From an optimization exercise on the open Yosys and OpenROAD flow, aimed at small area, a short achievable clock period and few clock cycles per item; shortcuts taken in it are not production practice. At most, simulation tests tie the RTL to the original design; equivalence was not proved. The RTL of runs 2 and 3 was laid out without a check of its function. In every run shown here, the design's own scripts or RTL, not TritonCTS, make the clock network. The flow treats the clock pin as an ideal source. Dropping or thinning the clock tree relies on that and would not hold on a real chip. Power and IR drop assume default switching activity.

File: flow/design.v
`timescale 1ns / 1ps
module automaton_rule(
    input  [31:0] rule,
    input  [3:0]  idx,          
    output        n0,
    output        n1);
    assign n0 = rule[{idx[3:1], 1'b0, idx[0]}];
    assign n1 = rule[{idx[3:1], 1'b1, idx[0]}];
endmodule
module automaton_pick(
    input         world_in,
    input         ch0,
    input         ch1,
    input         is_read,
    input  [12:0] wr,           
    input  [12:0] rd,           
    output        do_wr,
    output [12:0] nxt);
    assign do_wr = is_read & (world_in ? ch1 : ch0);
    assign nxt   = do_wr ? wr : rd;
endmodule
module automaton(
    input               clk,
    input               rst,
    input      [31:0]   rule,
    output reg [5:0]    row,
    output reg [5:0]    col,
    output reg          world_we,
    input               world_in,
    output reg          world_out,
    output reg          update_done);
    reg [17:0] sr;          
    reg [63:0] st;          
    reg        c0, c1;      
    reg        halo;        
    reg        first;       
    wire       is_read = ~world_we;
    wire [2:0] s_ = row[5:3];
    wire [2:0] j_ = row[2:0];
    wire       rh = halo;                       
    wire       rd = is_read & ~halo;            
    wire       col0  = (col == 6'd0);
    wire       col63 = (col == 6'd63);
    wire       j7 = (j_ == 3'd7);
    wire [2:0] sd = rh ? (col63 ? 3'd0 : 3'd7) : {2'b00, j7} + {2'b00, ~is_read & col63};
    wire [5:0] nr_row = {s_ + sd, rh ? j_ : j_ + 3'd1};
    wire [5:0] nr_col = col + {5'd0, ~rd};
    wire       nr_halo = ~rh & j7;
    wire       mW    = rd ? (col == 6'd1) : col0;              
    wire       mN    = rh & (s_ == 3'd1);
    wire       mS    = ~rh & (j_ == 3'd6) & ((rd & col0) ? (s_ == 3'd0) : (s_ == 3'd7));
    wire       tS = is_read ? sr[6]  : sr[7];
    wire       tC = is_read ? sr[7]  : sr[8];
    wire       tN = is_read ? sr[8]  : sr[9];
    wire       tW = is_read ? sr[16] : sr[17];
    wire       bN = (rh ? st[63] : tN) & ~mN;
    wire       bW = tW & ~mW;
    wire       bS = tS & ~mS;
    wire       n0, n1;
    automaton_rule lut(.rule(rule), .idx({bN, bW, tC, bS}), .n0(n0), .n1(n1));
    wire       valid = ~halo & ~(first & col0);
    wire       ch0 = valid & (c0 ^ sr[8]);
    wire       ch1 = valid & ((col0 ? c0 : c1) ^ sr[8]);
    wire [5:0] wr_row = {col0 ? s_ - 3'd1 : s_, j_};
    wire       do_wr;
    wire [5:0] n_row, n_col;
    wire       n_halo;
    automaton_pick pick(.world_in(world_in), .ch0(ch0), .ch1(ch1),
                        .is_read(is_read & ~rst),
                        .wr({wr_row, col - 6'd1, 1'b0}),
                        .rd(rst ? 13'd0 : {nr_row, nr_col, nr_halo}),
                        .do_wr(do_wr), .nxt({n_row, n_col, n_halo}));
    always @(posedge clk) begin
        if (is_read)
            sr <= {sr[16:0], world_in};
        if (halo)
            st <= {st[62:0], sr[0]};
        world_out <= ~sr[8];
        row <= n_row;
        col <= n_col;
        halo <= n_halo;
        world_we <= do_wr;
        c0 <= n0;
        c1 <= n1;
        if (rst) begin
            first <= 1'b1;
            update_done <= 1'b0;
        end else begin
            first <= first & col0;
            update_done <= halo & ~first & (s_ == 3'd1) & col0;
        end
    end
endmodule
File: flow/flow/run.sh
#!/bin/bash
set -euo pipefail
bash standard.sh SYNTH_SCRIPT=$(pwd)/flow/synth_own.tcl SETUP_SLACK_MARGIN=7.3 BUFFER_PORTS_ARGS="-buffer_cell sky130_fd_sc_hd__buf_1" PRE_CTS_TCL=$(pwd)/flow/own_cts.tcl POST_CTS_TCL=$(pwd)/flow/own_post_cts.tcl  finish > standard.log 2>&1
File: flow/flow/abc_own.script
strash
dch
map -a
mfs2
strash
dch
map -a
topo
stime -c
buffer -c
upsize -c
dnsize -c
File: flow/flow/own_cts.tcl
# Own clock tree, sourced as PRE_CTS_TCL. The clock port drives 4 (or, with
# OWN_CTS_NBUF=3, 3) clock buffers directly, and each buffer drives the clock
# pins of one group of flip-flops. With OWN_CTS_INV1 and OWN_CTS_INV2 set, each buffer is instead a
# pair of inverters: the port drives the first, the first drives only the
# second, and the second drives the group. The groups come from two cuts of
# the placed flip-flops: one across x or y, then one across each half the
# other way. The cut positions are searched so that the group with the
# largest estimated load (pin capacitance plus the wire of a minimum spanning
# tree) is as light as it can be. Every flip-flop is the same number of stages
# from the clock port.
# The tree is built in place of TritonCTS, that is after the CTS step's
# repair_clock_inverters (which would otherwise copy the inverters next to
# every flip-flop); the rest of the CTS step (legalisation, repair_timing)
# runs as usual.

# estimated load of a group in fF: 1.8 fF per clock pin, 0.12 fF per um of
# the minimum spanning tree over the pins (Prim)
proc own_cts_cost {pts} {
  set n [llength $pts]
  if {$n == 0} { return 0 }
  set xs [lmap p $pts {lindex $p 0}]
  set ys [lmap p $pts {lindex $p 1}]
  set in [lrepeat $n 0]
  set d [lrepeat $n 1e18]
  lset d 0 0
  set tot 0.0
  for {set k 0} {$k < $n} {incr k} {
    set best -1; set bd 1e18
    for {set i 0} {$i < $n} {incr i} {
      if {![lindex $in $i] && [lindex $d $i] < $bd} { set bd [lindex $d $i]; set best $i }
    }
    lset in $best 1
    set tot [expr {$tot + $bd}]
    set bx [lindex $xs $best]; set by [lindex $ys $best]
    for {set i 0} {$i < $n} {incr i} {
      if {![lindex $in $i]} {
        set dd [expr {abs([lindex $xs $i] - $bx) + abs([lindex $ys $i] - $by)}]
        if {$dd < [lindex $d $i]} { lset d $i $dd }
      }
    }
  }
  return [expr {1.8 * $n + 0.12 * $tot}]
}

# cut a list of {x y iterm} at fraction f along axis (0: x, 1: y)
proc own_cts_cut {pts axis f} {
  set pts [lsort -real -index $axis $pts]
  set k [expr {int(round([llength $pts] * $f))}]
  return [list [lrange $pts 0 [expr {$k - 1}]] [lrange $pts $k end]]
}

proc own_cts_build {} {
  set db [ord::get_db]
  set block [ord::get_db_block]
  set bufcell sky130_fd_sc_hd__clkbuf_16
  if {[info exists ::env(OWN_CTS_BUF)]} { set bufcell $::env(OWN_CTS_BUF) }
  set master [$db findMaster $bufcell]
  set inv1 ""
  if {[info exists ::env(OWN_CTS_INV1)] && [info exists ::env(OWN_CTS_INV2)]} {
    set inv1 [$db findMaster $::env(OWN_CTS_INV1)]
    set inv2 [$db findMaster $::env(OWN_CTS_INV2)]
  }
  set clknet [$block findNet clk]
  set dbu [$block getDbUnitsPerMicron]

  set sinks {}
  foreach it [$clknet getITerms] {
    set bb [[$it getInst] getBBox]
    set x [expr {([$bb xMin] + [$bb xMax]) / 2.0 / $dbu}]
    set y [expr {([$bb yMin] + [$bb yMax]) / 2.0 / $dbu}]
    lappend sinks [list $x $y $it]
  }
  puts "own_cts: [llength $sinks] clock sinks"

  set nbuf 4
  if {[info exists ::env(OWN_CTS_NBUF)]} { set nbuf $::env(OWN_CTS_NBUF) }
  set fracs {0.38 0.40 0.42 0.44 0.46 0.48 0.50 0.52 0.54 0.56 0.58 0.60 0.62}
  set best {}
  set bestcost 1e18
  foreach axis {0 1} {
    if {$nbuf == 4} {
      # two halves, each cut in two the other way
      foreach f1 $fracs {
        set sub {}
        set worst 0
        foreach h [own_cts_cut $sinks $axis $f1] {
          set hb {}; set hc 1e18
          foreach f2 $fracs {
            set q [own_cts_cut $h [expr {1 - $axis}] $f2]
            set c [expr {max([own_cts_cost [lindex $q 0]], [own_cts_cost [lindex $q 1]])}]
            if {$c < $hc} { set hc $c; set hb $q }
          }
          lappend sub {*}$hb
          set worst [expr {max($worst, $hc)}]
        }
        if {$worst < $bestcost} { set bestcost $worst; set best $sub }
      }
    } else {
      # a third on one side, the rest cut in two the other way
      foreach f1 {0.28 0.30 0.32 0.34 0.36 0.38 0.62 0.64 0.66 0.68 0.70 0.72} {
        set cut [own_cts_cut $sinks $axis $f1]
        set small [expr {$f1 < 0.5 ? 0 : 1}]
        set one [lindex $cut $small]
        set rest [lindex $cut [expr {1 - $small}]]
        set c1 [own_cts_cost $one]
        foreach f2 $fracs {
          set q [own_cts_cut $rest [expr {1 - $axis}] $f2]
          set c [expr {max($c1, [own_cts_cost [lindex $q 0]], [own_cts_cost [lindex $q 1]])}]
          if {$c < $bestcost} { set bestcost $c; set best [list $one {*}$q] }
        }
      }
    }
  }
  puts "own_cts: worst estimated group load [format %.1f $bestcost] fF"

  set i 0
  foreach g $best {
    set sx 0.0; set sy 0.0
    foreach p $g { set sx [expr {$sx + [lindex $p 0]}]; set sy [expr {$sy + [lindex $p 1]}] }
    set cx [expr {int($sx / [llength $g] * $dbu)}]
    set cy [expr {int($sy / [llength $g] * $dbu)}]
    set net [odb::dbNet_create $block "clknet_own_$i"]
    $net setSigType CLOCK
    if {$inv1 eq ""} {
      set inst [odb::dbInst_create $block $master "clkbuf_own_$i"]
      [$inst findITerm A] connect $clknet
      [$inst findITerm X] connect $net
      set placed [list $inst]
    } else {
      set a [odb::dbInst_create $block $inv1 "clkinv_own_a$i"]
      set b [odb::dbInst_create $block $inv2 "clkinv_own_b$i"]
      set mid [odb::dbNet_create $block "clknet_own_m$i"]
      $mid setSigType CLOCK
      [$a findITerm A] connect $clknet
      [$a findITerm Y] connect $mid
      [$b findITerm A] connect $mid
      [$b findITerm Y] connect $net
      set placed [list $b $a]
    }
    foreach p $g {
      set it [lindex $p 2]
      $it disconnect
      $it connect $net
    }
    set dx 0
    foreach inst $placed {
      $inst setLocation [expr {$cx + $dx}] $cy
      $inst setPlacementStatus PLACED
      set dx [expr {$dx + [[$inst getMaster] getWidth]}]
    }
    puts "own_cts: group $i at ($cx, $cy): [llength $g] sinks, estimated [format %.1f [own_cts_cost $g]] fF"
    incr i
  }
}

# With OWN_OUTBUF set, the port buffers of the outputs (which start as buf_1,
# like those of the inputs) are swapped for that buffer before the tree is
# built; the CTS step's legalisation places them.
proc own_outbuf {} {
  if {![info exists ::env(OWN_OUTBUF)]} { return }
  set block [ord::get_db_block]
  set master [[ord::get_db] findMaster $::env(OWN_OUTBUF)]
  foreach bt [$block getBTerms] {
    if {[$bt getIoType] ne "OUTPUT"} { continue }
    set drv [[$bt getNet] getFirstOutput]
    if {$drv eq "NULL" || $drv eq ""} { continue }
    set inst [$drv getInst]
    if {[string match "*buf_1" [[$inst getMaster] getName]]} {
      $inst swapMaster $master
    }
  }
}

rename clock_tree_synthesis tritoncts_unused
proc clock_tree_synthesis {args} {
  own_outbuf
  own_cts_build
  puts "own_cts: clock tree built by own_cts.tcl, TritonCTS skipped"
  set_propagated_clock [all_clocks]
}
File: flow/flow/own_post_cts.tcl
# Sourced as POST_CTS_TCL, after the CTS step's repair_timing. For each output
# port driven (through its port buffer) by a flip-flop that also drives other
# logic, the other loads are moved behind a new buffer, so that the flip-flop
# drives only the port buffer and that buffer; the port buffer becomes
# OWN_OUTBUF (buf_2). The cells are then legalised again.
proc own_split_outputs {} {
  set db [ord::get_db]
  set block [ord::get_db_block]
  set outbuf [$db findMaster [expr {[info exists ::env(OWN_OUTBUF)] ? $::env(OWN_OUTBUF) : "sky130_fd_sc_hd__buf_2"}]]
  set splitbuf [$db findMaster [expr {[info exists ::env(OWN_SPLITBUF)] ? $::env(OWN_SPLITBUF) : "sky130_fd_sc_hd__buf_1"}]]
  set n 0
  foreach bt [$block getBTerms] {
    if {[$bt getIoType] ne "OUTPUT"} { continue }
    set drv [[$bt getNet] getFirstOutput]
    if {$drv eq "NULL" || $drv eq ""} { continue }
    set ob [$drv getInst]
    if {![string match "*buf*" [[$ob getMaster] getName]]} { continue }
    if {[[$ob getMaster] getArea] < [$outbuf getArea]} { $ob swapMaster $outbuf }
    set qnet [[$ob findITerm A] getNet]
    set qdrv [$qnet getFirstOutput]
    if {$qdrv eq "NULL" || $qdrv eq ""} { continue }
    if {![string match "*df*" [[[$qdrv getInst] getMaster] getName]]} { continue }
    set others {}
    foreach it [$qnet getITerms] {
      if {[$it isOutputSignal]} { continue }
      if {[$it getInst] eq $ob} { continue }
      lappend others $it
    }
    if {[llength $others] == 0} { continue }
    set sb [odb::dbInst_create $block $splitbuf "split_own_$n"]
    set snet [odb::dbNet_create $block "split_own_net_$n"]
    [$sb findITerm A] connect $qnet
    [$sb findITerm X] connect $snet
    foreach it $others { $it disconnect; $it connect $snet }
    set loc [[$qdrv getInst] getLocation]
    $sb setLocation [lindex $loc 0] [lindex $loc 1]
    $sb setPlacementStatus PLACED
    incr n
  }
  puts "own_post_cts: split the loads of $n output flip-flops"
}
own_split_outputs
estimate_parasitics -placement
detailed_placement
check_placement -verbose
File: flow/flow/synth_own.tcl
# The standard synthesis script (synth_recipe.tcl), with one change to the
# ABC mapping: the top module and the rule lookup are mapped with
# abc_own.script (beside this file: map -a and mfs2, for area), and the module
# that carries the late inputs world_in and rst (automaton_pick) with ORFS's
# own script (abc_area.script, or abc_speed.script with OWN_ABC_PICK=speed).
# Registers, their names and their cell types are the standard synthesis's.
set own_abc_script [file normalize [file join [file dirname [info script]] abc_own.script]]
proc synth {args} { yosys synth -nofsm -noshare {*}$args }
proc abc {args} {
  set i [lsearch -exact $args -script]
  if {$i < 0} { yosys abc {*}$args; return }
  set own $args
  lset own [expr {$i + 1}] $::own_abc_script
  yosys abc {*}$own automaton automaton_rule
  set late $args
  if {[info exists ::env(OWN_ABC_PICK)] && $::env(OWN_ABC_PICK) eq "speed"} {
    lset late [expr {$i + 1}] $::env(SCRIPTS_DIR)/abc_speed.script
  }
  yosys abc {*}$late automaton_pick
}
source $::env(SCRIPTS_DIR)/synth.tcl
# left out here: clear keep_hierarchy, flatten, clean up, hide names made inside functions, write 1_2_yosys.v
File: flow/standard.sh
#!/bin/bash
# synth_recipe.tcl (not shown) runs the flow's synth.tcl, then flattens the netlist and writes it again
# the make line also repeats each setting of config.mk as NAME=value (left out here)
make -C /OpenROAD-flow-scripts/flow DESIGN_CONFIG=/design/flow/config.mk WORK_HOME=/design/flow/orfs CLKGATE_MAP_FILE= SYNTH_SCRIPT=/design/flow/synth_recipe.tcl "${@:-finish}"
File: flow/config.mk
export PLATFORM = sky130hd
export DESIGN_NAME = automaton
export DESIGN_NICKNAME = automaton
export VERILOG_FILES = /design/flow/design.v
export SDC_FILE = /design/flow/constraint.sdc
export NUM_CORES = 8
export LEC_CHECK = 0
export ABC_AREA = 1
export CAP_MARGIN = 20
export CORE_MARGIN = 2
export CORE_UTILIZATION = 50
export GPL_ROUTABILITY_DRIVEN = 1
export GPL_TIMING_DRIVEN = 1
export PLACE_DENSITY = 0.6
export SLEW_MARGIN = 20
export SYNTH_HIERARCHICAL = 1
File: flow/constraint.sdc
create_clock -name core_clock -period 10.0 [get_ports {clk}]
set_input_delay 2.0000 -clock core_clock [delete_from_list [all_inputs] [get_ports {clk}]]
set_output_delay 2.0000 -clock core_clock [all_outputs]
set_load 0.01 [all_outputs]
==> results of run 1 <==
-- cell usage after synthesis, types with 2 or more instances --
cell type	count
nor2_1	29
ha_1	15
edfxtp_1	82
o21a_1	2
nand2_1	50
xor2_1	5
nand2_2	3
nor4_1	2
o21ai_2	6
a21oi_2	2
nor2_2	3
o21ai_0	22
dfxtp_1	19
nor3_1	3
inv_1	28
a21oi_1	4
nand3_1	22
buf_6	4
buf_4	4
inv_2	7
o221ai_1	8
nand3_2	2
-- critical path: stages --
cell     delay [ns]
buf_2          0.19
nor2_4         0.18
nand3_4        0.19
buf_4          0.19
inv_2          0.04
-- report_power, final --
group	switching (mW)	internal [mW]
Sequential	0.0576	0.610
Combinational	0.379	0.203
Clock	0.0943	0.0733
Total	0.531	0.886
-- modules after synthesis, one instance, submodules excluded --
module,flops+latches,cells inside,cell area (um^2),times used
automaton_rule,0,52,295,1
automaton_pick,0,52,249,1
automaton,101,234,3660,1
-- cells in the final DEF, fill, tap and decap left out, types with 5 or more instances in the layout --
cell and instances:
buf_1 45, buf_2 16, buf_4 7, dfxtp_1 6, dfxtp_2 6, dfxtp_4 7
edfxtp_1 82, ha_1 15, inv_1 26, inv_2 7, nand2_1 50, nand3_1 22
nor2_1 28, o21ai_0 20, o21ai_2 7, o221ai_1 8, xor2_1 5
-- layer usage --
layer,part of all wire,vias up,track usage
met1,0.49,1213,0.236
met4,0.012,0,0.0214
met2,0.45,66,0.274
met3,0.049,8,0.0125
li1,-,1306,-
met5,0,-,0
-- metrics by stage --
stage / cells / cell area, um^2 / util / total power, mW
after floorplan: 338 / 4240 / - / 1.08
after global placement: 482 / 4450 / 0.544 / 1.18
after detailed placement: 482 / 4450 / 0.544 / 1.19
after global routing: 508 / 4770 / 0.583 / 1.53
final: 508 / 4770 / 0.583 / 1.42
-- area by class of cell --
cell class                 count  share of cell area
inverter                      35              0.0289
timing repair inverter         1             0.00105
buffer                        17              0.0312
multi-input combinational    191               0.248
tap                          105              0.0275
sequential                   101               0.603
timing repair buffer          58              0.0606
-- flip-flops by register name, indices dropped and copies added, names as in the netlist --
signal,flops
row,6
c0,1
st,64
update_done,1
c1,1
first,1
world_we,1
col,6
sr,18
world_out,1
halo,1
-- kinds of logic (layout without fill, tap and decap cells) --
family | count (synthesis) | count (layout)
simple gates | 117 | 117
flops | 101 | 101
compound gates | 50 | 50
buf+inv | 46 | 111
fa+ha+maj | 16 | 16
xor+xnor | 6 | 6
other cells | 1 | 1
mux | 1 | 1
-- worst paths after layout --
path                            cells past startpoint       end
worst max-delay path                                5  world_we
worst min-delay path                                0    st[33]
worst max register to register                     14    row[5]
worst min register to register                      0    st[33]
==> flow_summary.ini, run 1 <==
[status]
status = timing/DRC/antenna clean

[sta]
hold_slack_ns = 0.410
post-route-min-period_ns = 2.67
finalCritPeriodShare = 0.267
drv_slew = 0
rsz0062_at_grt = yes
setup_viol = 0
max_freq_mhz = 374
setup_slack_ns = 7.33
setup_tns_ns = 0
worstMarginPinSlew_ns = 0.862
maxSlewHeadroom = 0.421
skew_ns = 0.0142
hold_violations = 0

[min_path]
hold_class = reg -> reg
min_from = st[32]

[setup_path]
critPathLaunchType = input port
startpoint = rst
worstPathRequired_ns = 10.11
crit_fanout = 14
cp-end-kind = flop
reg2reg_from = world_we
ff2ff_setup_slack_ns = 7.42
arrival_ns = 2.79
worstSetupPathType = in -> reg

[logic_synthesis]
syn_inst = 338
ys_types = 38
ys_seq_area_frac = 0.676
synth_area_um2 = 4210
yosysWarnings = 7
synthAdderAreaFrac = 0.0494
synth_top_family_by_area = simple AND/OR/NAND/NOR gates
synthXorXnorAreaFrac = 0.0125
synth_compound_area_frac = 0.0803
synth_largest_area_cell = edfxtp_1
syn-num-nets = 389
ys_top_cells_by_area = edfxtp_1 59%, dfxtp_1 9.0%, ha_1 4.5%, nand2_1 4.5%, nand3_1 2.6%
synth_top_area_frac = 0.586
synthArstFlopShare = 0
synth-simple-area-share = 0.126
synth_edf_count = 82
syn_avg_cell_area_um2 = 12.4
synthFlopType = edfxtp_1
synth-seq-cells = 101
synthMuxAreaShare = 0.00238

[route]
wirelength_um = 7520
wl_per_cell_um = 14.8
ant_nets = 0
firstDrtPassIters = 4
drc = 0
via_per_inst = 5.10
vias = 2593
initialDrtViolationCount = 94

[finish]
multi_input_area_um2 = 1180
fin_nets = 456
n_fill_cell = 677
num_antenna_cells = 0
syn_to_final_growth_pct = 13.4
drive_above_1_share = 0.196
layout.area.seq_um2 = 2880

[pwr]
p_per_area_nw_per_um2 = 297
vdd_drop_max_mv = 0.162
p_leak_nw = 1.81

[global_routing]
grt_use_total = 0.161
antenna_found_initial = 0
grt_max_degree = 38
grt_pass1_vias = 2388
grt_pass1_wl_um = 11600
grt_overflow = 0

[place]
port_buffers = 49
place_hpwl_um = 4440
place_congestion = 0.812
dp_slack_ns = 6.85

[job]
maxCapViolCount = 0

[floorplan]
start_util = 0.514
rows = 33
dieHeight_um = 95.7
dieArea_um2 = 9160
io_pins = 50
die_w_um = 95.7
core_um2 = 8180

[clocking]
insertion_delay_ns = 0.16
cts.clk_slew.worst_paths_ns = 0.10
Testbench counts, summed over its fixed seeds: cycles 2,499,633, generations 384.
==> inputs of run 2 (changes only) <==
--- a/flow/design.v
+++ b/flow/design.v
@@ -12,12 +12,22 @@
     input         ch0,
     input         ch1,
     input         is_read,
-    input  [12:0] wr,           
-    input  [12:0] rd,           
+    input  [5:0]  wr,           
+    input  [5:0]  rd,           
+    output [5:0]  nxt);
+    wire   do_wr = is_read & (world_in ? ch1 : ch0);
+    assign nxt   = do_wr ? wr : rd;
+endmodule
+module automaton_pick1(
+    input         world_in,
+    input         ch0,
+    input         ch1,
+    input         is_read,
+    input         rd,           
     output        do_wr,
-    output [12:0] nxt);
+    output        nxt);
     assign do_wr = is_read & (world_in ? ch1 : ch0);
-    assign nxt   = do_wr ? wr : rd;
+    assign nxt   = ~do_wr & rd;
 endmodule
 module automaton(
     input               clk,
@@ -65,11 +75,16 @@
     wire       do_wr;
     wire [5:0] n_row, n_col;
     wire       n_halo;
-    automaton_pick pick(.world_in(world_in), .ch0(ch0), .ch1(ch1),
-                        .is_read(is_read & ~rst),
-                        .wr({wr_row, col - 6'd1, 1'b0}),
-                        .rd(rst ? 13'd0 : {nr_row, nr_col, nr_halo}),
-                        .do_wr(do_wr), .nxt({n_row, n_col, n_halo}));
+    wire       go = is_read & ~rst;
+    automaton_pick pick_r(.world_in(world_in), .ch0(ch0), .ch1(ch1),
+                          .is_read(go), .wr(wr_row), .rd(rst ? 6'd0 : nr_row),
+                          .nxt(n_row));
+    automaton_pick pick_c(.world_in(world_in), .ch0(ch0), .ch1(ch1),
+                          .is_read(go), .wr(col - 6'd1), .rd(rst ? 6'd0 : nr_col),
+                          .nxt(n_col));
+    automaton_pick1 pick_h(.world_in(world_in), .ch0(ch0), .ch1(ch1),
+                           .is_read(go), .rd(~rst & nr_halo),
+                           .do_wr(do_wr), .nxt(n_halo));
     always @(posedge clk) begin
         if (is_read)
             sr <= {sr[16:0], world_in};
==> flow/flow/run.sh (replaced) <==
#!/bin/bash
set -euo pipefail
bash standard.sh SYNTH_SCRIPT=$(pwd)/flow/synth_own.tcl SETUP_SLACK_MARGIN=7.25 BUFFER_PORTS_ARGS="-buffer_cell sky130_fd_sc_hd__buf_1" PRE_CTS_TCL=$(pwd)/flow/own_cts.tcl  finish > standard.log 2>&1
==> flow/flow/own_cts.tcl (replaced) <==
# Own clock tree, sourced as PRE_CTS_TCL. The clock port drives 4 clock
# buffers (clkbuf_16) directly, and each buffer drives the clock pins of one
# group of flip-flops, so every flip-flop is one buffer stage from the clock
# port. The groups come from two cuts of the placed flip-flops: one across x
# or y, then one across each half the other way. The cut positions are
# searched so that the group with the largest estimated load (pin capacitance
# plus the wire of a minimum spanning tree) is as light as it can be, which
# keeps the clock slew at every flip-flop low.
# The tree is built in place of TritonCTS, that is after the CTS step's
# repair_clock_inverters; the rest of the CTS step (legalisation,
# repair_timing) runs as usual.

# estimated load of a group in fF: 1.8 fF per clock pin, 0.12 fF per um of
# the minimum spanning tree over the pins (Prim)
proc own_cts_cost {pts} {
  set n [llength $pts]
  if {$n == 0} { return 0 }
  set xs [lmap p $pts {lindex $p 0}]
  set ys [lmap p $pts {lindex $p 1}]
  set in [lrepeat $n 0]
  set d [lrepeat $n 1e18]
  lset d 0 0
  set tot 0.0
  for {set k 0} {$k < $n} {incr k} {
    set best -1; set bd 1e18
    for {set i 0} {$i < $n} {incr i} {
      if {![lindex $in $i] && [lindex $d $i] < $bd} { set bd [lindex $d $i]; set best $i }
    }
    lset in $best 1
    set tot [expr {$tot + $bd}]
    set bx [lindex $xs $best]; set by [lindex $ys $best]
    for {set i 0} {$i < $n} {incr i} {
      if {![lindex $in $i]} {
        set dd [expr {abs([lindex $xs $i] - $bx) + abs([lindex $ys $i] - $by)}]
        if {$dd < [lindex $d $i]} { lset d $i $dd }
      }
    }
  }
  return [expr {1.8 * $n + 0.12 * $tot}]
}

# cut a list of {x y iterm} at fraction f along axis (0: x, 1: y)
proc own_cts_cut {pts axis f} {
  set pts [lsort -real -index $axis $pts]
  set k [expr {int(round([llength $pts] * $f))}]
  return [list [lrange $pts 0 [expr {$k - 1}]] [lrange $pts $k end]]
}

proc own_cts_build {} {
  set db [ord::get_db]
  set block [ord::get_db_block]
  set master [$db findMaster sky130_fd_sc_hd__clkbuf_16]
  set clknet [$block findNet clk]
  set dbu [$block getDbUnitsPerMicron]

  set sinks {}
  foreach it [$clknet getITerms] {
    set bb [[$it getInst] getBBox]
    set x [expr {([$bb xMin] + [$bb xMax]) / 2.0 / $dbu}]
    set y [expr {([$bb yMin] + [$bb yMax]) / 2.0 / $dbu}]
    lappend sinks [list $x $y $it]
  }
  puts "own_cts: [llength $sinks] clock sinks"

  # two halves, each cut in two the other way
  set fracs {0.38 0.40 0.42 0.44 0.46 0.48 0.50 0.52 0.54 0.56 0.58 0.60 0.62}
  set best {}
  set bestcost 1e18
  foreach axis {0 1} {
    foreach f1 $fracs {
      set sub {}
      set worst 0
      foreach h [own_cts_cut $sinks $axis $f1] {
        set hb {}; set hc 1e18
        foreach f2 $fracs {
          set q [own_cts_cut $h [expr {1 - $axis}] $f2]
          set c [expr {max([own_cts_cost [lindex $q 0]], [own_cts_cost [lindex $q 1]])}]
          if {$c < $hc} { set hc $c; set hb $q }
        }
        lappend sub {*}$hb
        set worst [expr {max($worst, $hc)}]
      }
      if {$worst < $bestcost} { set bestcost $worst; set best $sub }
    }
  }
  puts "own_cts: worst estimated group load [format %.1f $bestcost] fF"

  set i 0
  foreach g $best {
    set sx 0.0; set sy 0.0
    foreach p $g { set sx [expr {$sx + [lindex $p 0]}]; set sy [expr {$sy + [lindex $p 1]}] }
    set cx [expr {int($sx / [llength $g] * $dbu)}]
    set cy [expr {int($sy / [llength $g] * $dbu)}]
    set net [odb::dbNet_create $block "clknet_own_$i"]
    $net setSigType CLOCK
    set inst [odb::dbInst_create $block $master "clkbuf_own_$i"]
    [$inst findITerm A] connect $clknet
    [$inst findITerm X] connect $net
    foreach p $g {
      set it [lindex $p 2]
      $it disconnect
      $it connect $net
    }
    $inst setLocation $cx $cy
    $inst setPlacementStatus PLACED
    puts "own_cts: group $i at ($cx, $cy): [llength $g] sinks, estimated [format %.1f [own_cts_cost $g]] fF"
    incr i
  }
}

rename clock_tree_synthesis tritoncts_unused
proc clock_tree_synthesis {args} {
  own_cts_build
  puts "own_cts: clock tree built by own_cts.tcl, TritonCTS skipped"
  set_propagated_clock [all_clocks]
}
==> flow/flow/synth_own.tcl (replaced) <==
# The standard synthesis script (synth_recipe.tcl), with one change to the
# ABC mapping: the top module and the rule lookup are mapped with
# abc_own.script (beside this file: map -a and mfs2, for area), and the
# module that carries the late inputs world_in and rst (automaton_pick) with
# ORFS's own script, as the standard synthesis does. Registers, their names
# and their cell types are the standard synthesis's.
set own_abc_script [file normalize [file join [file dirname [info script]] abc_own.script]]
proc synth {args} { yosys synth -nofsm -noshare {*}$args }
proc abc {args} {
  set i [lsearch -exact $args -script]
  if {$i < 0} { yosys abc {*}$args; return }
  set own $args
  lset own [expr {$i + 1}] $::own_abc_script
  yosys abc {*}$own automaton automaton_rule
  yosys abc {*}$args automaton_pick automaton_pick1
}
source $::env(SCRIPTS_DIR)/synth.tcl
# left out here: clear keep_hierarchy, flatten, clean up, hide names made inside functions, write 1_2_yosys.v
removed: flow/flow/own_post_cts.tcl
==> run 2 against run 1 <==
Die area is essentially flat. Register-to-register slack gained 0.10 ns. Core utilization shrank 0.90 points. Clock skew shrank 0.0047 ns. Area after synthesis is essentially flat. First-iteration DRC count grew 14%. Via count shrank 0.66%. Hold slack gained 0.0045 ns. Sequential cell count is the same. Still clean.
==> flow_summary.ini, run 2 <==
[floorplan]
rows = 33
dieHeight_um = 95.7
dieArea_um2 = 9160
core_um2 = 8180
start_util = 0.514
io_pins = 50
die_w_um = 95.7

[finish]
layout.area.seq_um2 = 2870
syn_to_final_growth_pct = 11.7
multi_input_area_um2 = 1170
fin_area_um2 = 4700
drive_above_1_share = 0.138
largest_reg_flops = 64
n_fill_cell = 703
largest-register = st
stdcell_count = 505
mostFrequentLayoutCells = 82 x edfxtp_1, 58 x nand2_1, 39 x buf_1, 36 x inv_1, 32 x nor2_1
reg.largest.list = st: 64 flops, sr: 18 flops
num_antenna_cells = 0
layout_commonest_cell = edfxtp_1
fin_nets = 453

[sta]
setup_viol = 0
setup_slack_ns = 7.28
hold_violations = 0
drv_slew = 0
max_freq_mhz = 368
rsz0062_at_grt = yes
skew_ns = 0.00953
setup_tns_ns = 0
maxSlewHeadroom = 0.542
post-route-min-period_ns = 2.72
finalCritPeriodShare = 0.272
worstMarginPinSlew_ns = 0.681

[global_routing]
grt_overflow = 0
antenna_found_initial = 0
grt_use_total = 0.146
grt_max_degree = 74
grt_pass1_wl_um = 10800
grt_pass1_vias = 2229

[place]
port_buffers = 49
dp.cells = 494
place_hpwl_um = 4580
dp_slack_ns = 6.91
place_congestion = 0.801
place_area_um2 = 4490

[logic_synthesis]
synthFlopType = edfxtp_1
ys_top_cells_by_count = 82 x edfxtp_1, 58 x nand2_1, 37 x inv_1, 33 x nor2_1, 25 x o21ai_0
synth_most_common_cell = edfxtp_1
syn-num-nets = 397
synthXorXnorAreaFrac = 0.0146
yosysWarnings = 7
ys_top_cells_by_area = edfxtp_1 59%, dfxtp_1 9.0%, nand2_1 5.2%, ha_1 4.5%, inv_1 3.3%
synthMuxAreaShare = 0
synthAdderAreaFrac = 0.0494
synth_area_um2 = 4200
ys_types = 33
synth_top_area_frac = 0.586
synth_compound_area_frac = 0.0786
synth_top_family_by_area = simple AND/OR/NAND/NOR gates
synth_largest_area_cell = edfxtp_1
ys_seq_area_frac = 0.676
syn_inst = 346
synthArstFlopShare = 0
syn_avg_cell_area_um2 = 12.2
synth-seq-cells = 101
synth_edf_count = 82
synth-simple-area-share = 0.134

[clocking]
cts.clk_slew.worst_paths_ns = 0.09
insertion_delay_ns = 0.16
postCtsHoldBufs = 0

[setup_path]
cp-end-kind = flop
crit_fanout = 10
critPathLaunchType = input port
worstPathRequired_ns = 10.05
worstSetupPathType = in -> reg
critPathSlowestCell = nor4_1
arrival_ns = 2.77
crit_chain = buf_2 > inv_1 > nand2_1 > nor4_1
critical-path-max-stage-delay_ns = 0.31

[route]
wirelength_um = 7060
via_per_inst = 5.10
initialDrtViolationCount = 107
firstDrtPassIters = 5
wl_per_cell_um = 14.0
drc = 0
vias = 2576
ant_nets = 0

[pwr]
vdd_drop_max_mv = 0.144
p_leak_nw = 1.76
p_per_area_nw_per_um2 = 277

[status]
status = timing/DRC/antenna clean

[job]
maxCapViolCount = 0

[min_path]
hold_class = reg -> reg
[run 2: metal layers]
metal  vias up  global-route usage  wire, um
met5         -                   0         0
met4         0              0.0107        60
met3         6              0.0141       335
met2        46               0.224      2970
met1      1217               0.239      3690
li1       1307                   -         -
[run 2: kinds of logic (layout without fill, tap and decap cells)]
| group | after synthesis | in the layout |
|---|---|---|
| AOI/OAI and AO/OA | 52 | 52 |
| xor gates and xnor gates | 7 | 7 |
| adders and majority gates | 16 | 16 |
| buffers and inverters | 46 | 100 |
| DFF | 101 | 101 |
| and+or+nand+nor | 124 | 124 |
[run 2: critical path: cells and delay by family]
kind | cells | cell delay (ns)
simple gates | 2 | 0.41
buf+inv | 2 | 0.35
[run 2: layout make-up]
| class | instances | share of cell area |
|---|---|---|
| Timing Repair Buffer | 57 | 0.0573 |
| Tap cell | 105 | 0.0280 |
| Multi-Input combinational cell | 199 | 0.249 |
| Inverter | 38 | 0.0312 |
| Buffer | 4 | 0.0213 |
| Timing Repair inverter | 1 | 0.00107 |
| Sequential cell | 101 | 0.612 |
[run 2: through the flow]
step           utilization  power (mW)  hold WS (ns)
3_3_place_gp         0.549        1.11         0.401
4_1_cts              0.566        1.29         0.415
2_1_floorplan            -       0.995         0.399
6_report             0.574        1.30         0.415
5_1_grt              0.574        1.40         0.424
3_5_place_dp         0.549        1.12         0.405
[run 2: worst paths after layout]
| path | startpoint | endpoint | slack, ns | cells after the start |
|---|---|---|---|---|
| max | rst | update_done | 7.28 | 4 |
| max reg2reg | col[2] | row[5] | 7.52 | 14 |
| min reg2reg | st[28] | st[29] | 0.41 | 0 |
| min | st[28] | st[29] | 0.41 | 0 |
[run 2: where the power goes]
group | switching [mW] | total, mW | internal (mW)
Combinational | 0.340 | 0.529 | 0.189
Clock | 0.0946 | 0.168 | 0.0734
Sequential | 0.0565 | 0.604 | 0.547
Total | 0.491 | 1.30 | 0.809
[run 2: Yosys stat by module (local to each module, per instance)]
module	cell area, um^2	cells inside	copies in the design	flip-flops and latches
automaton_pick	123	27	2	0
automaton_rule	295	52	1	0
automaton_pick1	40.0	7	1	0
automaton	3620	233	1	101
[run 2: what timing repair did]
item | 4_1_cts | 5_1_grt
pin swaps | 1 | 0
endpoints found under the setup margin | 25 | 16
endpoints found under the hold margin | 0 | 0
resized for setup | 14 | 15
gates cloned | 0 | 1
buffers inserted | 3 | 3
==> inputs of run 3 (changes only) <==
==> flow/flow/run.sh (replaced) <==
#!/bin/bash
set -euo pipefail
bash standard.sh SYNTH_SCRIPT=$(pwd)/flow/synth_own.tcl SETUP_SLACK_MARGIN=7.3 BUFFER_PORTS_ARGS="-buffer_cell sky130_fd_sc_hd__buf_1" PRE_CTS_TCL=$(pwd)/flow/own_cts.tcl  finish > standard.log 2>&1
==> run 3 against run 2 <==
Still clean on timing, DRC and antenna. Sequential power barely moved. First-iteration DRC count rose by 23%. Die area did not move. Final area rose by 2.8%. Combinational power rose by 9.5%. Critical path depth fell by 3. Sequential share of layout area fell by 1.3 points. Wire length rose by 5.1%. Area after synthesis did not move. Worst setup slack improved by 0.049 ns. Clock power barely moved. Global-route usage rose by 0.40 points. Critical path type is now reg -> out. Highest routed layer unchanged.
==> flow_summary.ini, run 3 <==
[status]
status = timing/DRC/antenna clean

[setup_path]
worstSetupPathType = reg -> out
cp-end-kind = output port
critical-path-max-stage-delay_ns = 0.38
crit_chain = buf_2
worstPathRequired_ns = 8.00
critPathSlowestCell = dfxtp_4
critPathTopFamily = flip-flops
critPathLaunchType = flop
crit_fanout = 5
path_buf_inv = 1
arrival_ns = 0.67

[logic_synthesis]
ys_seq_area_frac = 0.676
ys_types = 33
ys_top_cells_by_area = edfxtp_1 59%, dfxtp_1 9.0%, nand2_1 5.2%, ha_1 4.5%, inv_1 3.3%
synth_edf_count = 82
yosysWarnings = 7
synth_area_um2 = 4200
syn-num-nets = 397
syn_inst = 346
syn_avg_cell_area_um2 = 12.2
synth_largest_area_cell = edfxtp_1
ys_top_cells_by_count = 82 x edfxtp_1, 58 x nand2_1, 37 x inv_1, 33 x nor2_1, 25 x o21ai_0
synthArstFlopShare = 0
synth-seq-cells = 101
synthFlopType = edfxtp_1
synth_top_area_frac = 0.586
synth_most_common_cell = edfxtp_1

[global_routing]
grt_max_degree = 39
met1_usage = 0.242
grt_pass1_vias = 2269
grt.met2_usage = 0.235
grt_use_met3 = 0.0141
grt_use_total = 0.150
busiest_layer = met1
grt_pass1_wl_um = 11000
antenna_found_initial = 0
grt_overflow = 0

[finish]
num_antenna_cells = 0
mostFrequentLayoutCells = 82 x edfxtp_1, 58 x nand2_1, 35 x inv_1, 34 x buf_1, 31 x nor2_1
fin_area_um2 = 4830
largest-register = st
drive_above_1_share = 0.178
syn_to_final_growth_pct = 14.8
largest_reg_flops = 64
stdcell_count = 515
fin_nets = 463
reg.largest.list = st: 64 flops, sr: 18 flops
layout_commonest_cell = edfxtp_1

[min_path]
hold_class = reg -> reg

[route]
drc = 0
initialDrtViolationCount = 132
ant_nets = 0
via_per_inst = 5.20
wl_per_cell_um = 14.4
firstDrtPassIters = 4
vias = 2677
wirelength_um = 7420

[sta]
drv_slew = 0
max_freq_mhz = 375
hold_violations = 0
worstMarginPinSlew_ns = 0.681
rsz0062_at_grt = no
setup_tns_ns = 0
skew_ns = 0.00663
finalCritPeriodShare = 0.267
post-route-min-period_ns = 2.67
setup_viol = 0
maxSlewHeadroom = 0.542

[clocking]
postCtsHoldBufs = 0
insertion_delay_ns = 0.15
cts.clk_slew.worst_paths_ns = 0.09

[pwr]
seqPwrFrac = 0.446
p_clk_frac = 0.125
pwr-share-comb = 0.430
p_int_mw = 0.842
p_switching_mw = 0.506
p_per_area_nw_per_um2 = 279
vdd_drop_max_mv = 0.144
switching_share = 0.375
p_leak_nw = 1.84

[floorplan]
dieArea_um2 = 9160
core_um2 = 8180
rows = 33
dieHeight_um = 95.7
io_pins = 50
start_util = 0.514
die_w_um = 95.7

[place]
place_area_um2 = 4490
place_hpwl_um = 4580
dp.cells = 494
place_congestion = 0.801
port_buffers = 49

[job]
maxCapViolCount = 0
[run 3: cell counts after synthesis]
Identical to the previous run, type by type.
[run 3: power by group through the flow]
stage / Sequential, mW / Combinational, mW / Clock (mW)
after floorplan: 0.596 / 0.399 / 0
after global placement: 0.607 / 0.507 / 0
after detailed placement: 0.610 / 0.508 / 0
after CTS: 0.601 / 0.536 / 0.172
after global routing: 0.611 / 0.652 / 0.185
final: 0.601 / 0.579 / 0.168
[run 3: worst reg2reg max path, stage by stage (launching register included)]
cell and delay [ns]:
dfxtp_4 0.37, buf_4 0.13, ha_1 0.17, ha_1 0.21, ha_1 0.29, nand2_1 0.07, nand2_1 0.06, ha_1 0.19
fa_1 0.38, xnor2_1 0.23, o21ai_0 0.12, a21oi_1 0.12, nand2_1 0.06, nand2_1 0.05
[run 3: metrics by stage]
stage / setup slack [ns] / hold slack [ns] / power, mW / utilization
final: 7.33 / 0.416 / 1.35 / 0.590
after CTS: 7.30 / 0.415 / 1.31 / 0.575
after detailed placement: 6.91 / 0.405 / 1.12 / 0.549
after global placement: 6.94 / 0.401 / 1.11 / 0.549
after floorplan: 7.21 / 0.399 / 0.995 / -
after global routing: 7.30 / 0.423 / 1.45 / 0.590
[run 3: worst paths after layout]
kind | start | end | slack, ns | depth (start not counted)
worst max register to register | row[1] | row[5] | 7.51 | 13
worst max-delay path | row[3] | row[3] | 7.33 | 1
worst min-delay path | st[28] | st[29] | 0.42 | 0
worst min register to register | st[28] | st[29] | 0.42 | 0
[run 3: kinds of logic after synthesis]
logic type	after synthesis	synth area share
xor gates and xnor gates	7	0.0146
adders and majority gates	16	0.0494
DFF	101	0.676
buffers and inverters	46	0.0473
and+or+nand+nor	124	0.134
AOI/OAI and AO/OA	52	0.0786
[run 3: cell type report]
class                           instances  area [um^2]
Fill cell                             682         3350
Buffer                                  4          100
Sequential cell                       101         2890
Timing Repair inverter                  1         5.00
Inverter                               38          146
Tap cell                              105          131
Multi-Input combinational cell        199         1180
Timing Repair Buffer                   67          373
[run 3: modules after synthesis, one instance, submodules excluded]
module,flops+latches,area [um^2]
automaton_pick,0,123
automaton_pick1,0,40.0
automaton,101,3620
automaton_rule,0,295
[run 3: routing by layer]
metal | vias to the layer above | part of all wire | wire [um]
met2 | 70 | 0.43 | 3220
met4 | 0 | 0.015 | 108
met1 | 1275 | 0.50 | 3690
met3 | 9 | 0.055 | 407
li1 | 1323 | - | -
met5 | - | 0 | 0
[run 3: repair_timing]
item,CTS,global route
gates cloned,0,1
endpoints found under the setup margin,28,25
pin swaps,1,2
gates resized for setup,33,19
setup buffers,6,10
==> inputs of run 4 (changes only) <==
--- a/flow/design.v
+++ b/flow/design.v
@@ -12,22 +12,12 @@
     input         ch0,
     input         ch1,
     input         is_read,
-    input  [5:0]  wr,           
-    input  [5:0]  rd,           
-    output [5:0]  nxt);
-    wire   do_wr = is_read & (world_in ? ch1 : ch0);
+    input  [12:0] wr,           
+    input  [12:0] rd,           
+    output        do_wr,
+    output [12:0] nxt);
+    assign do_wr = is_read & (world_in ? ch1 : ch0);
     assign nxt   = do_wr ? wr : rd;
-endmodule
-module automaton_pick1(
-    input         world_in,
-    input         ch0,
-    input         ch1,
-    input         is_read,
-    input         rd,           
-    output        do_wr,
-    output        nxt);
-    assign do_wr = is_read & (world_in ? ch1 : ch0);
-    assign nxt   = ~do_wr & rd;
 endmodule
 module automaton(
     input               clk,
@@ -75,16 +65,11 @@
     wire       do_wr;
     wire [5:0] n_row, n_col;
     wire       n_halo;
-    wire       go = is_read & ~rst;
-    automaton_pick pick_r(.world_in(world_in), .ch0(ch0), .ch1(ch1),
-                          .is_read(go), .wr(wr_row), .rd(rst ? 6'd0 : nr_row),
-                          .nxt(n_row));
-    automaton_pick pick_c(.world_in(world_in), .ch0(ch0), .ch1(ch1),
-                          .is_read(go), .wr(col - 6'd1), .rd(rst ? 6'd0 : nr_col),
-                          .nxt(n_col));
-    automaton_pick1 pick_h(.world_in(world_in), .ch0(ch0), .ch1(ch1),
-                           .is_read(go), .rd(~rst & nr_halo),
-                           .do_wr(do_wr), .nxt(n_halo));
+    automaton_pick pick(.world_in(world_in), .ch0(ch0), .ch1(ch1),
+                        .is_read(is_read & ~rst),
+                        .wr({wr_row, col - 6'd1, 1'b0}),
+                        .rd(rst ? 13'd0 : {nr_row, nr_col, nr_halo}),
+                        .do_wr(do_wr), .nxt({n_row, n_col, n_halo}));
     always @(posedge clk) begin
         if (is_read)
             sr <= {sr[16:0], world_in};
==> flow/flow/run.sh (replaced) <==
#!/bin/bash
set -euo pipefail
bash standard.sh SYNTH_SCRIPT=$(pwd)/flow/synth_own.tcl SETUP_SLACK_MARGIN=7.25 \
  BUFFER_PORTS_ARGS="-buffer_cell sky130_fd_sc_hd__buf_1" \
  PRE_CTS_TCL=$(pwd)/flow/own_cts.tcl finish > standard.log 2>&1
--- a/flow/flow/synth_own.tcl
+++ b/flow/flow/synth_own.tcl
@@ -12,7 +12,7 @@
   set own $args
   lset own [expr {$i + 1}] $::own_abc_script
   yosys abc {*}$own automaton automaton_rule
-  yosys abc {*}$args automaton_pick automaton_pick1
+  yosys abc {*}$args automaton_pick
 }
 source $::env(SCRIPTS_DIR)/synth.tcl
 # left out here: clear keep_hierarchy, flatten, clean up, hide names made inside functions, write 1_2_yosys.v
==> run 4 against run 3 <==
Global-route usage rose by 0.35 points. Hold slack better by 0.0029 ns. First-iteration DRC count is 42% lower. Critical path type unchanged. Critical endpoint is now col[0].
==> flow_summary.ini, run 4 <==
[logic_synthesis]
ys_top_cells_by_area = edfxtp_1 59%, dfxtp_1 9.0%, ha_1 4.5%, nand2_1 4.5%, nand3_1 2.6%
synth_compound_area_frac = 0.0803
syn_avg_cell_area_um2 = 12.4
ys_types = 38
synthAdderAreaFrac = 0.0494
synthXorXnorAreaFrac = 0.0125
synth_largest_area_cell = edfxtp_1
synth-seq-cells = 101
syn-num-nets = 389
ys_seq_area_frac = 0.676
synth_edf_count = 82
ys_top_cells_by_count = 82 x edfxtp_1, 50 x nand2_1, 29 x nor2_1, 28 x inv_1
yosysWarnings = 7
synth-simple-area-share = 0.126
synth_area_um2 = 4210
synth_most_common_cell = edfxtp_1
synthFlopType = edfxtp_1
synthMuxAreaShare = 0.00238
syn_inst = 338
synth_top_area_frac = 0.586
synth_top_family_by_area = simple AND/OR/NAND/NOR gates
synthArstFlopShare = 0

[min_path]
min_from = sr[1]
hold_class = reg -> reg

[global_routing]
grt_pass1_vias = 2255
grt_use_total = 0.154
grt_max_degree = 38
grt_pass1_wl_um = 11200
antenna_found_initial = 0
grt_overflow = 0

[setup_path]
startpoint = col[0]
reg2reg_from = col[0]
critical-path-max-stage-delay_ns = 0.40
critPathTopFamily = flip-flops
crit_fanout = 6
critPathLaunchType = flop
worstPathRequired_ns = 8.00
cp-end-kind = output port
arrival_ns = 0.71
critPathSlowestCell = dfxtp_2
crit_chain = clkbuf_2
path_buf_inv = 1
worstSetupPathType = reg -> out

[finish]
largest-register = st
fin_nets = 439
syn_to_final_growth_pct = 10.1
reg.largest.list = st: 64 flops, sr: 18 flops
drive_above_1_share = 0.155
layout_commonest_cell = edfxtp_1
largest_reg_flops = 64
mostFrequentLayoutCells = 82 x edfxtp_1, 50 x nand2_1, 43 x buf_1, 28 x nor2_1, 26 x inv_1
fin_util = 0.566
num_antenna_cells = 0

[place]
port_buffers = 49
place_congestion = 0.850
place_hpwl_um = 4550

[route]
wl_per_cell_um = 14.6
vias = 2531
ant_nets = 0
wirelength_um = 7190
initialDrtViolationCount = 76
via_per_inst = 5.15
drc = 0
firstDrtPassIters = 4

[sta]
finalCritPeriodShare = 0.271
drv_slew = 0
max_freq_mhz = 369
setup_viol = 0
setup_tns_ns = 0
skew_ns = 0.00905
post-route-min-period_ns = 2.71
hold_violations = 0
rsz0062_at_grt = yes
worstMarginPinSlew_ns = 0.796
maxSlewHeadroom = 0.466
hold_slack_ns = 0.419

[floorplan]
dieHeight_um = 95.7
rows = 33
start_util = 0.514
io_pins = 50
die_w_um = 95.7
dieArea_um2 = 9160
core_um2 = 8180

[pwr]
p_leak_nw = 1.73
vdd_drop_max_mv = 0.146
p_per_area_nw_per_um2 = 297

[job]
maxCapViolCount = 0

[clocking]
insertion_delay_ns = 0.16
cts.clk_slew.worst_paths_ns = 0.10

[status]
status = timing/DRC/antenna clean
## run 4: cell count changes after synthesis, sizes merged, moves of 2 or more
cell / delta
nand3: +3
o21a: +2
nand2: -8
buf: +4
nor3: +2
inv: -3
nor2: -3
## run 4: report_power, final
group	switching (mW)	total, mW	leakage [nW]	internal [mW]
registers	0.0789	0.688	0.930	0.610
clock network	0.0969	0.170	0.0493	0.0735
logic	0.338	0.516	0.746	0.178
total	0.514	1.37	1.73	0.861
## run 4: cell type report
class / count / area (um^2)
inverters: 35 / 135
repair inverters: 1 / 5.00
fillers: 684 / 3540
flip-flops and latches: 101 / 2870
plain buffers: 4 / 100
repair buffers: 54 / 239
well taps: 105 / 131
multi-input cells: 191 / 1150
## run 4: cell families (layout without fill, tap and decap cells)
logic type                 count (synthesis)  count (layout)
AOI/OAI and AO/OA                         50              50
adders and majority gates                 16              16
xor gates and xnor gates                   6               6
other                                      1               1
buffers and inverters                     46              94
muxes                                      1               1
and+or+nand+nor                          117             117
DFF                                      101             101
## run 4: metal layers
layer / up-vias / GRT usage / routed length, um
li1: 1270 / - / -
met2: 56 / 0.255 / 3250
met4: 0 / 0.0119 / 67
met1: 1200 / 0.232 / 3520
met5: - / 0 / 0
met3: 5 / 0.0157 / 349
## run 4: final timing paths
| kind | to | slack [ns] | cells after the start |
|---|---|---|---|
| setup / recovery | col[0] | 7.29 | 1 |
| hold / removal | sr[2] | 0.42 | 0 |
| setup reg to reg | row[5] | 7.48 | 13 |
| hold reg to reg | sr[2] | 0.42 | 0 |
## run 4: timing repair
item                       in CTS  in global routing
gates cloned                    0                  1
setup endpoints to repair      26                 11
setup buffers                   3                  0
hold buffers                    0                  0
gates resized for setup        13                 11
pin swaps                       1                  0
## run 4: Yosys stat by module, one instance, submodules excluded
| module | cells inside | copies in the design |
|---|---|---|
| automaton | 234 | 1 |
| automaton_pick | 52 | 1 |
| automaton_rule | 52 | 1 |
## run 4: per-stage QoR
| stage | cell area, um^2 | total power, mW | worst slack [ns] | cells |
|---|---|---|---|---|
| 6_report | 4630 | 1.37 | 7.29 | 491 |
| 5_1_grt | 4630 | 1.48 | 7.25 | 491 |
| 4_1_cts | 4610 | 1.38 | 7.26 | 490 |
| 3_5_place_dp | 4460 | 1.20 | 6.78 | 483 |
| 3_3_place_gp | 4450 | 1.19 | 6.84 | 482 |
| 2_1_floorplan | 4220 | 1.08 | 7.26 | 338 |
Testbench counts of run 4, summed over its fixed seeds: cycles 2,499,633, generations 384.

-- port drivers added, routing unchanged --
In the flow no input, the clock included, has a driving cell. The finished layouts below were timed again as built, in two steps.
Step 1: set_driving_cell puts a clkbuf_16 on clk and a buf_2 on each other input, an assumption about the parent block.
Step 2 also shifts input and output timing later by t, the mid clock arrival at the registers, as if the neighbouring blocks saw the same clock.
a / b / c = ideal / step 1 / step 2; a / b = the first two.
| run | t, ns | setup WS [ns] | worst slew at a driven data input, ns | cell pins on the clock port's net |
|---|---|---|---|---|
| run 1 | 0.228 | 7.326 / 7.270 / 7.151 | 0.03 | 4 |
| run 2 | 0.228 | 7.282 / 7.216 / 7.109 | 0.04 | 4 |
| run 3 | 0.227 | 7.332 / 7.256 / 7.192 | 0.04 | 4 |
| run 4 | 0.229 | 7.293 / 7.218 / 7.161 | 0.03 | 4 |
After both steps setup and hold are still met in every run listed. For run 1, which loses most, drivers alone change the setup slack by -0.056 ns; drivers and shift together by -0.175 ns.
